Background: an optimization exercise with open tools, aiming at small area, a short achievable clock period and few clock cycles per item. Do not read the settings as production practice. Where RTL was checked, it was by simulation tests only, not by an equivalence proof against the original. No activity file was given, so power comes from the tool's default toggle rates.

==> nickel: inputs <==
==> flow/design.v <==
module SystolicArrayAxiWrapper(
    input axi_clk,
    input axi_rst_n,
    input s_axis_valid,
    input [47:0] s_axis_data,
    output s_axis_ready,
    output m_axis_valid,
    output [143:0] m_axis_data,
    input m_axis_ready
);
logic ovalid;    
logic [15:0] acc [0:8];
logic [1:0]  beat_in;   
logic        v1;        
logic        first, last;    
logic [47:0] d;
wire stall = first && ovalid && !m_axis_ready;
wire go = v1 && !stall;
assign s_axis_ready = !(v1 && stall);
assign m_axis_valid = ovalid;
wire fire = s_axis_valid && s_axis_ready;
always_ff @(posedge axi_clk) begin
    if (!axi_rst_n) begin
        beat_in <= 2'd0;
        v1 <= 1'b0;
        ovalid <= 1'b0;
    end else begin
        if (fire) beat_in <= (beat_in == 2'd2) ? 2'd0 : beat_in + 2'd1;
        if (s_axis_ready) v1 <= s_axis_valid;
        if (go && last) ovalid <= 1'b1;
        else if (m_axis_ready) ovalid <= 1'b0;
    end
end
always_ff @(posedge axi_clk) begin
    if (s_axis_ready) begin
        d <= s_axis_data;
        first <= (beat_in == 2'd0);
        last <= (beat_in == 2'd2);
    end
end
logic [3:0] one [0:2], two [0:2], neg [0:2];
genvar j, r;
generate
    for (j = 0; j < 3; j++) begin : g_enc
        wire [8:0] b = {d[24 + 8*j +: 8], 1'b0};
        for (r = 0; r < 4; r++) begin : g_dig
            assign one[j][r] = gate & (b[2*r+1] ^ b[2*r]);
            assign two[j][r] = gate & ((b[2*r+2] & ~b[2*r+1] & ~b[2*r]) | (~b[2*r+2] & b[2*r+1] & b[2*r]));
            assign neg[j][r] = gate & b[2*r+2];
        end
    end
endgenerate
wire gate = 1'b1;
wire clr = first;
genvar i, jj;
generate
    for (i = 0; i < 3; i++) begin : g_row
        for (jj = 0; jj < 3; jj++) begin : g_col
            wire [15:0] sum;
            wire [15:0] start = clr ? 16'h0100 : acc[3*i+jj];
            Mac u_mac (.a(d[8*i +: 8]), .one(one[jj]), .two(two[jj]), .neg(neg[jj]), .act(gate), .acc(start), .sum(sum));
            always_ff @(posedge axi_clk) if (go) acc[3*i+jj] <= sum;
            assign m_axis_data[16*(3*i+jj) +: 16] = acc[3*i+jj];
        end
    end
endgenerate
endmodule
module Mac(
    input [7:0] a,
    input [3:0] one, two, neg,
    input act,
    input [15:0] acc,
    output [15:0] sum
);
    wire p0 = (one[0] & a[0]) ^ neg[0];
    wire p1 = ((one[0] & a[1]) | (two[0] & a[0])) ^ neg[0];
    wire p2 = ((one[0] & a[2]) | (two[0] & a[1])) ^ neg[0];
    wire p3 = ((one[0] & a[3]) | (two[0] & a[2])) ^ neg[0];
    wire p4 = ((one[0] & a[4]) | (two[0] & a[3])) ^ neg[0];
    wire p5 = ((one[0] & a[5]) | (two[0] & a[4])) ^ neg[0];
    wire p6 = ((one[0] & a[6]) | (two[0] & a[5])) ^ neg[0];
    wire p7 = ((one[0] & a[7]) | (two[0] & a[6])) ^ neg[0];
    wire p8 = ((one[0] & a[7]) | (two[0] & a[7])) ^ neg[0];
    wire p9 = ~p8 & act;
    wire p10 = (one[1] & a[0]) ^ neg[1];
    wire p11 = ((one[1] & a[1]) | (two[1] & a[0])) ^ neg[1];
    wire p12 = ((one[1] & a[2]) | (two[1] & a[1])) ^ neg[1];
    wire p13 = ((one[1] & a[3]) | (two[1] & a[2])) ^ neg[1];
    wire p14 = ((one[1] & a[4]) | (two[1] & a[3])) ^ neg[1];
    wire p15 = ((one[1] & a[5]) | (two[1] & a[4])) ^ neg[1];
    wire p16 = ((one[1] & a[6]) | (two[1] & a[5])) ^ neg[1];
    wire p17 = ((one[1] & a[7]) | (two[1] & a[6])) ^ neg[1];
    wire p18 = ((one[1] & a[7]) | (two[1] & a[7])) ^ neg[1];
    wire p19 = ~p18 & act;
    wire p20 = (one[2] & a[0]) ^ neg[2];
    wire p21 = ((one[2] & a[1]) | (two[2] & a[0])) ^ neg[2];
    wire p22 = ((one[2] & a[2]) | (two[2] & a[1])) ^ neg[2];
    wire p23 = ((one[2] & a[3]) | (two[2] & a[2])) ^ neg[2];
    wire p24 = ((one[2] & a[4]) | (two[2] & a[3])) ^ neg[2];
    wire p25 = ((one[2] & a[5]) | (two[2] & a[4])) ^ neg[2];
    wire p26 = ((one[2] & a[6]) | (two[2] & a[5])) ^ neg[2];
    wire p27 = ((one[2] & a[7]) | (two[2] & a[6])) ^ neg[2];
    wire p28 = ((one[2] & a[7]) | (two[2] & a[7])) ^ neg[2];
    wire p29 = ~p28 & act;
    wire p30 = (one[3] & a[0]) ^ neg[3];
    wire p31 = ((one[3] & a[1]) | (two[3] & a[0])) ^ neg[3];
    wire p32 = ((one[3] & a[2]) | (two[3] & a[1])) ^ neg[3];
    wire p33 = ((one[3] & a[3]) | (two[3] & a[2])) ^ neg[3];
    wire p34 = ((one[3] & a[4]) | (two[3] & a[3])) ^ neg[3];
    wire p35 = ((one[3] & a[5]) | (two[3] & a[4])) ^ neg[3];
    wire p36 = ((one[3] & a[6]) | (two[3] & a[5])) ^ neg[3];
    wire p37 = ((one[3] & a[7]) | (two[3] & a[6])) ^ neg[3];
    wire p38 = ((one[3] & a[7]) | (two[3] & a[7])) ^ neg[3];
    wire p39 = ~p38 & act;
    wire s40 = neg[0] ^ acc[0] ^ p0;
    wire c41 = (neg[0] & acc[0]) | (neg[0] & p0) | (acc[0] & p0);
    wire s42 = acc[1] ^ p1 ^ c41;
    wire c43 = (acc[1] & p1) | (acc[1] & c41) | (p1 & c41);
    wire s44 = neg[1] ^ acc[2] ^ p10;
    wire c45 = (neg[1] & acc[2]) | (neg[1] & p10) | (acc[2] & p10);
    wire s46 = p2 ^ s44 ^ c43;
    wire c47 = (p2 & s44) | (p2 & c43) | (s44 & c43);
    wire s48 = acc[3] ^ p11 ^ p3;
    wire c49 = (acc[3] & p11) | (acc[3] & p3) | (p11 & p3);
    wire s50 = c45 ^ s48 ^ c47;
    wire c51 = (c45 & s48) | (c45 & c47) | (s48 & c47);
    wire s52 = neg[2] ^ acc[4] ^ p12;
    wire c53 = (neg[2] & acc[4]) | (neg[2] & p12) | (acc[4] & p12);
    wire s54 = p20 ^ p4 ^ c49;
    wire c55 = (p20 & p4) | (p20 & c49) | (p4 & c49);
    wire s56 = s52 ^ s54 ^ c51;
    wire c57 = (s52 & s54) | (s52 & c51) | (s54 & c51);
    wire s58 = acc[5] ^ p13 ^ p21;
    wire c59 = (acc[5] & p13) | (acc[5] & p21) | (p13 & p21);
    wire s60 = p5 ^ c53 ^ s58;
    wire c61 = (p5 & c53) | (p5 & s58) | (c53 & s58);
    wire s62 = c55 ^ s60 ^ c57;
    wire c63 = (c55 & s60) | (c55 & c57) | (s60 & c57);
    wire s64 = neg[3] ^ acc[6] ^ p14;
    wire c65 = (neg[3] & acc[6]) | (neg[3] & p14) | (acc[6] & p14);
    wire s66 = p22 ^ p30 ^ p6;
    wire c67 = (p22 & p30) | (p22 & p6) | (p30 & p6);
    wire s68 = c59 ^ s64 ^ s66;
    wire c69 = (c59 & s64) | (c59 & s66) | (s64 & s66);
    wire s70 = c61 ^ s68 ^ c63;
    wire c71 = (c61 & s68) | (c61 & c63) | (s68 & c63);
    wire s72 = acc[7] ^ p15 ^ p23;
    wire c73 = (acc[7] & p15) | (acc[7] & p23) | (p15 & p23);
    wire s74 = p31 ^ p7 ^ c65;
    wire c75 = (p31 & p7) | (p31 & c65) | (p7 & c65);
    wire s76 = c67 ^ s72 ^ c69;
    wire c77 = (c67 & s72) | (c67 & c69) | (s72 & c69);
    wire s78 = s74 ^ s76 ^ c71;
    wire c79 = (s74 & s76) | (s74 & c71) | (s76 & c71);
    wire s80 = acc[8] ^ p16 ^ p24;
    wire c81 = (acc[8] & p16) | (acc[8] & p24) | (p16 & p24);
    wire s82 = p32 ^ p9 ^ c73;
    wire c83 = (p32 & p9) | (p32 & c73) | (p9 & c73);
    wire s84 = s80 ^ c75 ^ s82;
    wire c85 = (s80 & c75) | (s80 & s82) | (c75 & s82);
    wire s86 = c77 ^ s84 ^ c79;
    wire c87 = (c77 & s84) | (c77 & c79) | (s84 & c79);
    wire s88 = acc[9] ^ p17 ^ p25;
    wire c89 = (acc[9] & p17) | (acc[9] & p25) | (p17 & p25);
    wire s90 = p33 ^ c81 ^ s88;
    wire c91 = (p33 & c81) | (p33 & s88) | (c81 & s88);
    wire s92 = c83 ^ s90 ^ c85;
    wire c93 = (c83 & s90) | (c83 & c85) | (s90 & c85);
    wire s94 = acc[10] ^ p19 ^ p26;
    wire c95 = (acc[10] & p19) | (acc[10] & p26) | (p19 & p26);
    wire s96 = p34 ^ c89 ^ s94;
    wire c97 = (p34 & c89) | (p34 & s94) | (c89 & s94);
    wire s98 = c91 ^ s96 ^ c93;
    wire c99 = (c91 & s96) | (c91 & c93) | (s96 & c93);
    wire s100 = acc[11] ^ p27 ^ p35;
    wire c101 = (acc[11] & p27) | (acc[11] & p35) | (p27 & p35);
    wire s102 = c95 ^ s100 ^ c97;
    wire c103 = (c95 & s100) | (c95 & c97) | (s100 & c97);
    wire s104 = acc[12] ^ p29 ^ p36;
    wire c105 = (acc[12] & p29) | (acc[12] & p36) | (p29 & p36);
    wire s106 = c101 ^ s104 ^ c103;
    wire c107 = (c101 & s104) | (c101 & c103) | (s104 & c103);
    wire s108 = acc[13] ^ p37 ^ c105;
    wire c109 = (acc[13] & p37) | (acc[13] & c105) | (p37 & c105);
    wire s110 = acc[14] ^ p39 ^ c109;
    wire c111 = (acc[14] & p39) | (acc[14] & c109) | (p39 & c109);
    wire [15:0] rx = {acc[15], s110, s108, s106, s102, s98, s92, s86, s78, s70, s62, s56, s50, s46, s42, s40};
    wire [15:0] ry = {c111, 1'b0, c107, 1'b0, c99, 1'b0, c87, 1'b0, 1'b0, 1'b0, 1'b0, 1'b0, 1'b0, 1'b0, 1'b0, 1'b0};
    assign sum = rx + ry;
endmodule
==> flow/run.sh <==
#!/bin/bash
# synth_recipe.tcl (not shown) runs the flow's synth.tcl, then flattens the netlist and writes it again
# the make line also repeats each setting of config.mk as NAME=value (left out here)
make -C /OpenROAD-flow-scripts/flow DESIGN_CONFIG=/design/flow/config.mk WORK_HOME=/design/flow/orfs CLKGATE_MAP_FILE= SYNTH_SCRIPT=/design/flow/synth_recipe.tcl finish
==> flow/config.mk <==
export PLATFORM = sky130hd
export DESIGN_NAME = SystolicArrayAxiWrapper
export DESIGN_NICKNAME = SystolicArrayAxiWrapper
export VERILOG_FILES = /design/flow/design.v
export SDC_FILE = /design/flow/constraint.sdc
export NUM_CORES = 4
export LEC_CHECK = 0
export CAP_MARGIN = 20
export CORE_MARGIN = 2
export CORE_UTILIZATION = 40
export SETUP_SLACK_MARGIN = 2.5
export SLEW_MARGIN = 20
==> flow/constraint.sdc <==
create_clock -name core_clock -period 6.5 [get_ports {axi_clk}]
set_input_delay 1.3000 -clock core_clock [delete_from_list [all_inputs] [get_ports {axi_clk}]]
set_output_delay 1.3000 -clock core_clock [all_outputs]
set_load 0.01 [all_outputs]
==> raven (differences from nickel) <==
==> flow/design.v, changed modules only <==
module SystolicArrayAxiWrapper(
    input axi_clk,
    input axi_rst_n,
    input s_axis_valid,
    input [47:0] s_axis_data,
    output s_axis_ready,
    output m_axis_valid,
    output [143:0] m_axis_data,
    input m_axis_ready
);
logic ovalid;    
logic [15:0] acc [0:8];
logic [1:0] beat;    
assign s_axis_ready = !ovalid || m_axis_ready;
assign m_axis_valid = ovalid;
wire go = s_axis_valid && s_axis_ready;
wire first = (beat == 2'd0);
wire last = (beat == 2'd2);
wire [47:0] d = s_axis_data;
always_ff @(posedge axi_clk) begin
    if (!axi_rst_n) begin
        beat <= 2'd0;
        ovalid <= 1'b0;
    end else begin
        if (go) beat <= last ? 2'd0 : beat + 2'd1;
        if (go && last) ovalid <= 1'b1;
        else if (m_axis_ready) ovalid <= 1'b0;
    end
end
logic [3:0] one [0:2], two [0:2], neg [0:2];
genvar j, r;
generate
    for (j = 0; j < 3; j++) begin : g_enc
        wire [8:0] b = {d[24 + 8*j +: 8], 1'b0};
        for (r = 0; r < 4; r++) begin : g_dig
            assign one[j][r] = go & (b[2*r+1] ^ b[2*r]);
            assign two[j][r] = go & ((b[2*r+2] & ~b[2*r+1] & ~b[2*r]) | (~b[2*r+2] & b[2*r+1] & b[2*r]));
            assign neg[j][r] = go & b[2*r+2];
        end
    end
endgenerate
wire clr = go && first;
genvar i, jj;
generate
    for (i = 0; i < 3; i++) begin : g_row
        for (jj = 0; jj < 3; jj++) begin : g_col
            wire [15:0] sum;
            wire [15:0] start = clr ? 16'h0100 : acc[3*i+jj];
            Mac u_mac (.a(d[8*i +: 8]), .one(one[jj]), .two(two[jj]), .neg(neg[jj]), .act(go), .acc(start), .sum(sum));
            always_ff @(posedge axi_clk) acc[3*i+jj] <= sum;
            assign m_axis_data[16*(3*i+jj) +: 16] = acc[3*i+jj];
        end
    end
endgenerate
endmodule
--- a/flow/config.mk
+++ b/flow/config.mk
@@ -9,4 +9,3 @@
 export CORE_MARGIN = 2
 export CORE_UTILIZATION = 40
-export SETUP_SLACK_MARGIN = 2.5
 export SLEW_MARGIN = 20
==> tundra (differences from nickel) <==
==> flow/design.v, changed modules only <==
module SystolicArrayAxiWrapper(
    input axi_clk,
    input axi_rst_n,
    input s_axis_valid,
    input [47:0] s_axis_data,
    output s_axis_ready,
    output m_axis_valid,
    output [143:0] m_axis_data,
    input m_axis_ready
);
logic ovalid;    
logic [15:0] acc [0:8];
logic [1:0]  beat_in;   
logic        v1;        
logic        first, last;    
logic [47:0] d;
wire stall = first && ovalid && !m_axis_ready;
wire go = v1 && !stall;
assign s_axis_ready = !(v1 && stall);
assign m_axis_valid = ovalid;
wire fire = s_axis_valid && s_axis_ready;
always_ff @(posedge axi_clk) begin
    if (!axi_rst_n) begin
        beat_in <= 2'd0;
        v1 <= 1'b0;
        ovalid <= 1'b0;
    end else begin
        if (fire) beat_in <= (beat_in == 2'd2) ? 2'd0 : beat_in + 2'd1;
        if (s_axis_ready) v1 <= s_axis_valid;
        if (go && last) ovalid <= 1'b1;
        else if (m_axis_ready) ovalid <= 1'b0;
    end
end
always_ff @(posedge axi_clk) begin
    if (s_axis_ready) begin
        d <= s_axis_data;
        first <= (beat_in == 2'd0);
        last <= (beat_in == 2'd2);
    end
end
logic [3:0] one [0:2], two [0:2], neg [0:2];
genvar j, r;
generate
    for (j = 0; j < 3; j++) begin : g_enc
        wire [8:0] b = {d[24 + 8*j +: 8], 1'b0};
        for (r = 0; r < 4; r++) begin : g_dig
            assign one[j][r] = go & (b[2*r+1] ^ b[2*r]);
            assign two[j][r] = go & ((b[2*r+2] & ~b[2*r+1] & ~b[2*r]) | (~b[2*r+2] & b[2*r+1] & b[2*r]));
            assign neg[j][r] = go & b[2*r+2];
        end
    end
endgenerate
wire clr = go && first;
genvar i, jj;
generate
    for (i = 0; i < 3; i++) begin : g_row
        for (jj = 0; jj < 3; jj++) begin : g_col
            wire [15:0] sum;
            wire [15:0] start = clr ? 16'h0100 : acc[3*i+jj];
            Mac u_mac (.a(d[8*i +: 8]), .one(one[jj]), .two(two[jj]), .neg(neg[jj]), .act(go), .acc(start), .sum(sum));
            always_ff @(posedge axi_clk) acc[3*i+jj] <= sum;
            assign m_axis_data[16*(3*i+jj) +: 16] = acc[3*i+jj];
        end
    end
endgenerate
endmodule
--- a/flow/config.mk
+++ b/flow/config.mk
@@ -9,4 +9,3 @@
 export CORE_MARGIN = 2
 export CORE_UTILIZATION = 40
-export SETUP_SLACK_MARGIN = 2.5
 export SLEW_MARGIN = 20
==> summary.txt <==
Of tundra and raven, tundra has the higher critical path depth (gap 1). Total power: raven is higher than tundra (12%). Utilization: tundra < raven < nickel. The highest design area belongs to nickel, the lowest to raven. Wire length: raven is smaller than tundra (about 1.7%). The lowest register-to-register slack belongs to tundra, the highest to nickel. First-iteration DRC count, lowest first: raven, tundra, nickel.
==> figures <==
metric                                                                 tundra        raven       nickel
Outcome                                      no timing/DRC/antenna violations  no timing/DRC/antenna violations  no timing/DRC/antenna violations
HPWL after DPL                                                       62800 um     62900 um     60100 um
Detail-routed via count per cell                                         5.81         5.70         5.97
Final weighted congestion of routability-driven global placement        0.939        0.911        0.878
Count of flip-flops with a built-in enable after synthesis                 50            0          194
Worst slew margin                                                       0.264        0.414        0.213
Tap cell count                                                            790          765          873
Avg Cell Area, Syn                                                  8.05 um^2    7.71 um^2    9.48 um^2
Placement-stage cell area                                         0.0278 mm^2  0.0272 mm^2  0.0301 mm^2
Largest driver fanout on the critical path                                 15            6            4
Routed met3 length                                                    8290 um      7310 um      7160 um
Adder and majority gate portion of the synthesized area                 0.285        0.303        0.272
Worst Path Buf+Inv                                                          7            6            4
R2r worst-path depth                                                       19           22           19
Critical path class                                                 in -> reg    in -> reg   reg -> reg
Testbench counts of nickel, summed over its fixed seeds: cycles 976, items 320.
For raven and tundra, only the layout was checked, not whether the RTL still works.

## re-timing with driven ports
No port has a modelled driver above. Below, the same layouts with a new extraction and two added sets of constraints. Step 1 sets driving cells, clkbuf_16 on the clock port and buf_2 on the other inputs (assumed; they add their load-dependent delay and slew). Step 2 times the ports against the registers' clock, not the clock port: input delays grow and output delays shrink by t, the midpoint of the rising clock arrivals with the driver on. Three values: no drivers, after step 1, after step 2; two values: the first two.
| run | t, ns | setup WS [ns] | worst data-port slew with drivers (ns) | pins driven straight from the clock port |
|---|---|---|---|---|
| nickel | 0.573 | 1.417 / 1.417 / 1.417 | 0.06 | 1 |
| raven | 0.565 | 0.195 / 0.224 / -0.340 | 0.09 | 1 |
| tundra | 0.579 | 0.172 / 0.211 / -0.368 | 0.05 | 1 |
Met with ideal ports but missed after step 2: setup timing in raven and tundra. For tundra, which loses most, drivers alone change the setup slack by +0.039 ns; drivers and shift together by -0.540 ns.
